This design comes from an exercise in tuning for small area on the open sky130 flow, not from production work.
The RTL was checked by simulation tests, not by an equivalence proof against the original design.

==> exp/zinc: inputs <==
==> flow/design.v <==
module control_pid #(
	parameter int KP = 100,
	parameter int KI = 1,
	parameter int KD = 10
)(
	input logic clk,
	input logic rst_n,
	input logic [11:0] gtob_out,   
	input logic [11:0] position_b_out,            
	output logic [17:0] duty_out     
);
	logic signed [31:0] error;
	logic signed [31:0] last_error;
	logic signed [31:0] control_val;
	logic signed [31:0] integral;
	logic signed [31:0] derivative;
	localparam signed [31:0] MIN_DUTY = 32'd50000;  
	localparam signed [31:0] OFFSET = 32'd75000;  
	localparam signed [31:0] MAX_DUTY= 32'd100000;  
	always_ff @(posedge clk or negedge rst_n) begin
		if(!rst_n) begin
			error <= 0;
			integral <= 0;
			last_error <= 0;
			derivative <= 0;
			control_val <= 0;
			duty_out <= 18'd0;  
		end else begin 
			error <= $signed({1'b0, gtob_out}) - $signed({1'b0, position_b_out});
			integral <= integral + error;   
			derivative <= error - last_error;    
			last_error <= error;    
			control_val <= OFFSET + (KP * error) + (KI * integral) + (KD * derivative);   
			if (control_val > MAX_DUTY)   
				duty_out <= MAX_DUTY;
			else if (control_val < MIN_DUTY)
				duty_out <= MIN_DUTY;
			else
				duty_out <= control_val[17:0];
		end
	end
endmodule
module current_process#(
	parameter [11:0] CURRENT_MAX = 12'd2500,  
	parameter TIME_LIMIT = 1000000  
)(
	input logic clk,
	input logic rst_n,
	input logic [11:0] current_b_out,
	output logic current_high
);
	logic [($clog2(TIME_LIMIT + 1))-1 : 0] time_current_high;
	always_ff @(posedge clk or negedge rst_n) begin
		if(!rst_n) begin
			time_current_high <= 0;
			current_high <= 1'b0;
		end else begin
			if (current_b_out > CURRENT_MAX) begin
				if(TIME_LIMIT > time_current_high) begin
					time_current_high <= time_current_high + 1'b1;
					current_high <= 1'b0;
				end else begin
					current_high <= 1'b1;
				end
			end else begin
				time_current_high <= '0;
				current_high <= 1'b0;
			end
		end
	end
endmodule
module mux(
	input logic current_high,
	input logic [17:0] duty_out,
	output logic [17:0] pwm_in
);
	always_comb begin
		if (current_high)
			pwm_in = 18'b0;
		else
			pwm_in = duty_out;
	end
endmodule
module pwm #(
	parameter CLK_IN = 50_000_000,  
	parameter FREQ_SERVO = 50      
)(
	input logic clk,          
	input logic rst_n,        
       	input logic [17:0] duty,  
	output logic pwm_out      
);
	localparam TOTAL_PERIOD = CLK_IN/FREQ_SERVO;   
	logic [19:0] counter;  
	always_ff@(posedge clk or negedge rst_n)begin
		if (!rst_n) begin                    
			counter <= '0;
		end else begin
			if (counter < TOTAL_PERIOD - 1)begin
				counter <= counter + 1;
			end else begin
				counter <= '0;
			end
         	end
	end
	assign pwm_out = (counter < duty);  
endmodule
module top_servo(
	input logic clk,
	input logic rst_n,
	input logic [11:0] target_pos,        
	input logic [11:0] measured_pos,      
	input logic [11:0] measured_current,  
	output logic pwm_out,
	output logic [17:0] duty,             
	output logic current_high             
);
	logic [11:0] gtob_out;
	logic [11:0] position_b_out;
	logic [11:0] current_b_out;
	logic [17:0] duty_out;
	logic [17:0] pwm_in;
	assign gtob_out = target_pos;
	assign position_b_out = measured_pos;
	assign current_b_out = measured_current;
	assign duty = pwm_in;
	control_pid pid_top(
		.clk(clk),
		.rst_n(rst_n),
		.gtob_out(gtob_out),
		.position_b_out(position_b_out),
		.duty_out(duty_out)
	);
	mux mux_top(
		.current_high(current_high),
		.duty_out(duty_out),
		.pwm_in(pwm_in)
	);
	pwm pwm_top(
		.clk(clk),
		.rst_n(rst_n),
		.duty(pwm_in),
		.pwm_out(pwm_out)
	);
	current_process current_process_top(
		.clk(clk),
		.rst_n(rst_n),
		.current_b_out(current_b_out),
		.current_high(current_high)
	);
endmodule
==> flow/run.sh <==
#!/bin/bash
# synth_recipe.tcl (not shown) runs the flow's synth.tcl, then flattens the netlist and writes it again
# the make line also repeats each setting of config.mk as NAME=value (left out here)
make -C /OpenROAD-flow-scripts/flow DESIGN_CONFIG=/design/flow/config.mk WORK_HOME=/design/flow/orfs CLKGATE_MAP_FILE= SYNTH_SCRIPT=/design/flow/synth_recipe.tcl finish
==> flow/config.mk <==
export PLATFORM = sky130hd
export DESIGN_NAME = top_servo
export DESIGN_NICKNAME = top_servo
export VERILOG_FILES = /design/flow/design.v
export SDC_FILE = /design/flow/constraint.sdc
export NUM_CORES = 4
export LEC_CHECK = 0
export CAP_MARGIN = 20
export CORE_MARGIN = 2
export CORE_UTILIZATION = 40
export SLEW_MARGIN = 20
==> flow/constraint.sdc <==
create_clock -name core_clock -period 20.0 [get_ports {clk}]
set_input_delay 4.0000 -clock core_clock [delete_from_list [all_inputs] [get_ports {clk}]]
set_output_delay 4.0000 -clock core_clock [all_outputs]
set_load 0.01 [all_outputs]
==> exp/umber: changes against exp/zinc <==
==> flow/design.v (replaced) <==
module rc_add #(parameter int W = 8) (
	input  logic [W-1:0] a,
	input  logic [W-1:0] b,
	input  logic         ci,
	output logic [W-1:0] s
);
	logic [W:0] c;
	assign c[0] = ci;
	for (genvar i = 0; i < W; i++) begin : g
		assign s[i]   = a[i] ^ b[i] ^ c[i];
		assign c[i+1] = (a[i] & b[i]) | (a[i] & c[i]) | (b[i] & c[i]);
	end
endmodule
module cs_add #(parameter int W = 8) (
	input  logic [W-1:0] a,
	input  logic [W-1:0] b,
	input  logic [W-1:0] c,
	output logic [W-1:0] s,
	output logic [W-1:0] cy
);
	assign s  = a ^ b ^ c;
	assign cy = (a & b) | (a & c) | (b & c);
endmodule
module control_pid (
	input  logic        clk,
	input  logic        rst_n,
	input  logic [11:0] gtob_out,         
	input  logic [11:0] position_b_out,   
	output logic [16:0] duty_out          
);
	localparam logic [31:0] ACC0 = 32'hfff9a502;    
	localparam logic [12:0] X0   = 13'h1000;        
	logic [12:0] x1, x2, x3, x4;
	logic [31:0] acc;
	logic [12:0] xin;
	rc_add #(13) u_xin (.a({1'b0, gtob_out}), .b({1'b0, ~position_b_out}), .ci(1'b1), .s(xin));
	logic [16:0] s1, c1, s2, c2, yu;
	cs_add #(17) u_y1 (.a({1'b0, x2, 3'b0}), .b({3'b0, x2, 1'b0}), .c({4'b0, x3}), .s(s1), .cy(c1));
	cs_add #(17) u_y2 (.a(s1), .b({c1[15:0], 1'b0}), .c({4'b0, ~x4}), .s(s2), .cy(c2));
	rc_add #(17) u_y3 (.a(s2), .b({c2[15:0], 1'b0}), .ci(1'b0), .s(yu));
	logic [31:0] s3, c3, ctl;
	cs_add #(32) u_c1 (.a(acc), .b({12'b0, yu, 3'b0}), .c({14'b0, yu, 1'b0}), .s(s3), .cy(c3));
	rc_add #(32) u_c2 (.a(s3), .b({c3[30:0], 1'b0}), .ci(1'b0), .s(ctl));
	logic [31:0] acc_sum;
	rc_add #(32) u_acc (.a(acc), .b({{20{~x2[12]}}, x2[11:0]}), .ci(1'b0), .s(acc_sum));
	wire first = ~(duty_out[16] | duty_out[15]);
	wire hi = $signed(ctl) > 32'sd100000;
	wire lo = $signed(ctl) < 32'sd50000;
	always_ff @(posedge clk or negedge rst_n) begin
		if (!rst_n) begin
			x1 <= X0;
			x2 <= X0;
			x3 <= X0;
			x4 <= X0;
			acc <= ACC0;
			duty_out <= '0;
		end else begin
			x1 <= xin;
			x2 <= x1;
			x3 <= x2;
			x4 <= x3;
			acc <= acc_sum;
			if (first || lo)
				duty_out <= 17'd50000;
			else if (hi)
				duty_out <= 17'd100000;
			else
				duty_out <= ctl[16:0];
		end
	end
endmodule
module current_process #(
	parameter [11:0] CURRENT_MAX = 12'd2500,
	parameter [19:0] LFSR_1M = 20'h875ea
)(
	input  logic        clk,
	input  logic        rst_n,
	input  logic [11:0] current_b_out,
	output logic        current_high
);
	logic [19:0] lfsr;
	wire over = current_b_out > CURRENT_MAX;
	wire fb = ~(lfsr[19] ^ lfsr[16]);
	always_ff @(posedge clk or negedge rst_n) begin
		if (!rst_n) begin
			lfsr <= '0;
			current_high <= 1'b0;
		end else begin
			lfsr <= over ? {lfsr[18:0], fb} : 20'd0;
			current_high <= over & (current_high | (lfsr == LFSR_1M));
		end
	end
endmodule
module mux (
	input  logic        current_high,
	input  logic [16:0] duty_out,
	output logic [17:0] pwm_in
);
	assign pwm_in = current_high ? 18'd0 : {1'b0, duty_out};
endmodule
module pwm (
	input  logic        clk,
	input  logic        rst_n,
	input  logic        current_high,
	input  logic [16:0] duty,
	output logic        pwm_out
);
	logic [19:0] counter;
	logic [19:0] inc;
	logic [20:0] c;
	logic [17:0] b;
	assign c[0] = 1'b1;
	for (genvar i = 0; i < 20; i++) begin : g_inc
		assign inc[i] = counter[i] ^ c[i];
		assign c[i+1] = counter[i] & c[i];
	end
	wire wrap = &{counter[19:16], counter[14], counter[9], counter[5:0]};
	always_ff @(posedge clk or negedge rst_n) begin
		if (!rst_n)
			counter <= '0;
		else if (wrap)
			counter <= '0;
		else
			counter <= inc;
	end
	assign b[0] = 1'b0;
	for (genvar i = 0; i < 17; i++) begin : g_cmp
		assign b[i+1] = (~counter[i] & duty[i]) | (~counter[i] & b[i]) | (duty[i] & b[i]);
	end
	assign pwm_out = ~current_high & ~|counter[19:17] & b[17];
endmodule
module top_servo(
	input logic clk,
	input logic rst_n,
	input logic [11:0] target_pos,        
	input logic [11:0] measured_pos,      
	input logic [11:0] measured_current,  
	output logic pwm_out,
	output logic [17:0] duty,             
	output logic current_high             
);
	logic [16:0] duty_out;
	control_pid pid_top(
		.clk(clk),
		.rst_n(rst_n),
		.gtob_out(target_pos),
		.position_b_out(measured_pos),
		.duty_out(duty_out)
	);
	mux mux_top(
		.current_high(current_high),
		.duty_out(duty_out),
		.pwm_in(duty)
	);
	pwm pwm_top(
		.clk(clk),
		.rst_n(rst_n),
		.current_high(current_high),
		.duty(duty_out),
		.pwm_out(pwm_out)
	);
	current_process current_process_top(
		.clk(clk),
		.rst_n(rst_n),
		.current_b_out(measured_current),
		.current_high(current_high)
	);
endmodule
==> reports/qor.csv <==
metric,value,unit
Post-Synth Adder-Cell Area,26.8,%
Non-Filler Instances,2033,
Synth Area in XOR/XNOR,8.52,%
Achievable Freq,136,MHz
status,no timing/DRC/antenna violations,
WL final,28.1,mm
Max Fanout on Critical Path,20,
minimum clock period,7360,ps
routing usage on met1,20.8,%
# the run above: exp/zinc

==> reports/qor.csv <==
metric,value,unit
minimum clock period,12520,ps
post-cts gate resize count,0,
routing usage on met1,16.9,%
synth top area cells,"dfrtp_1 (37%), fa_1 (27%), dfstp_2 (7.5%)",
Post-Synth Adder-Cell Area,34.9,%
Max Fanout on Critical Path,6,
Achievable Freq,79.9,MHz
status,no timing/DRC/antenna violations,
WL met3,481,um
WL final,12.8,mm
# the run above: exp/umber

## what the ideal ports hide
In the flow no input, the clock included, has a driving cell. The finished layouts below were timed again as built, in two steps.
Step 1 (the two cells are an assumption about what drives the block):
set clk [get_ports {clk}]
set_driving_cell -lib_cell sky130_fd_sc_hd__clkbuf_16 $clk
set_driving_cell -lib_cell sky130_fd_sc_hd__buf_2 [delete_from_list [all_inputs] $clk]
Step 2 moves the port delays by t, midway between the first and last clock arrival at a register: inputs arrive t later, outputs are due t later. That takes back most of the time a late clock gives input paths.
Three values: ideal ports, drivers, drivers and shift; two values: the first two.
| run | shift t [ns] | setup slack, ns | clock arrival spread, ns |
|---|---|---|---|
| exp/zinc | 0.495 | 12.635 / 12.589 / 13.084 | 0.022 / 0.023 |
| exp/umber | 0.455 | 7.481 / 7.481 / 7.481 | 0.009 / 0.009 |
After both steps every run listed still meets setup and hold.
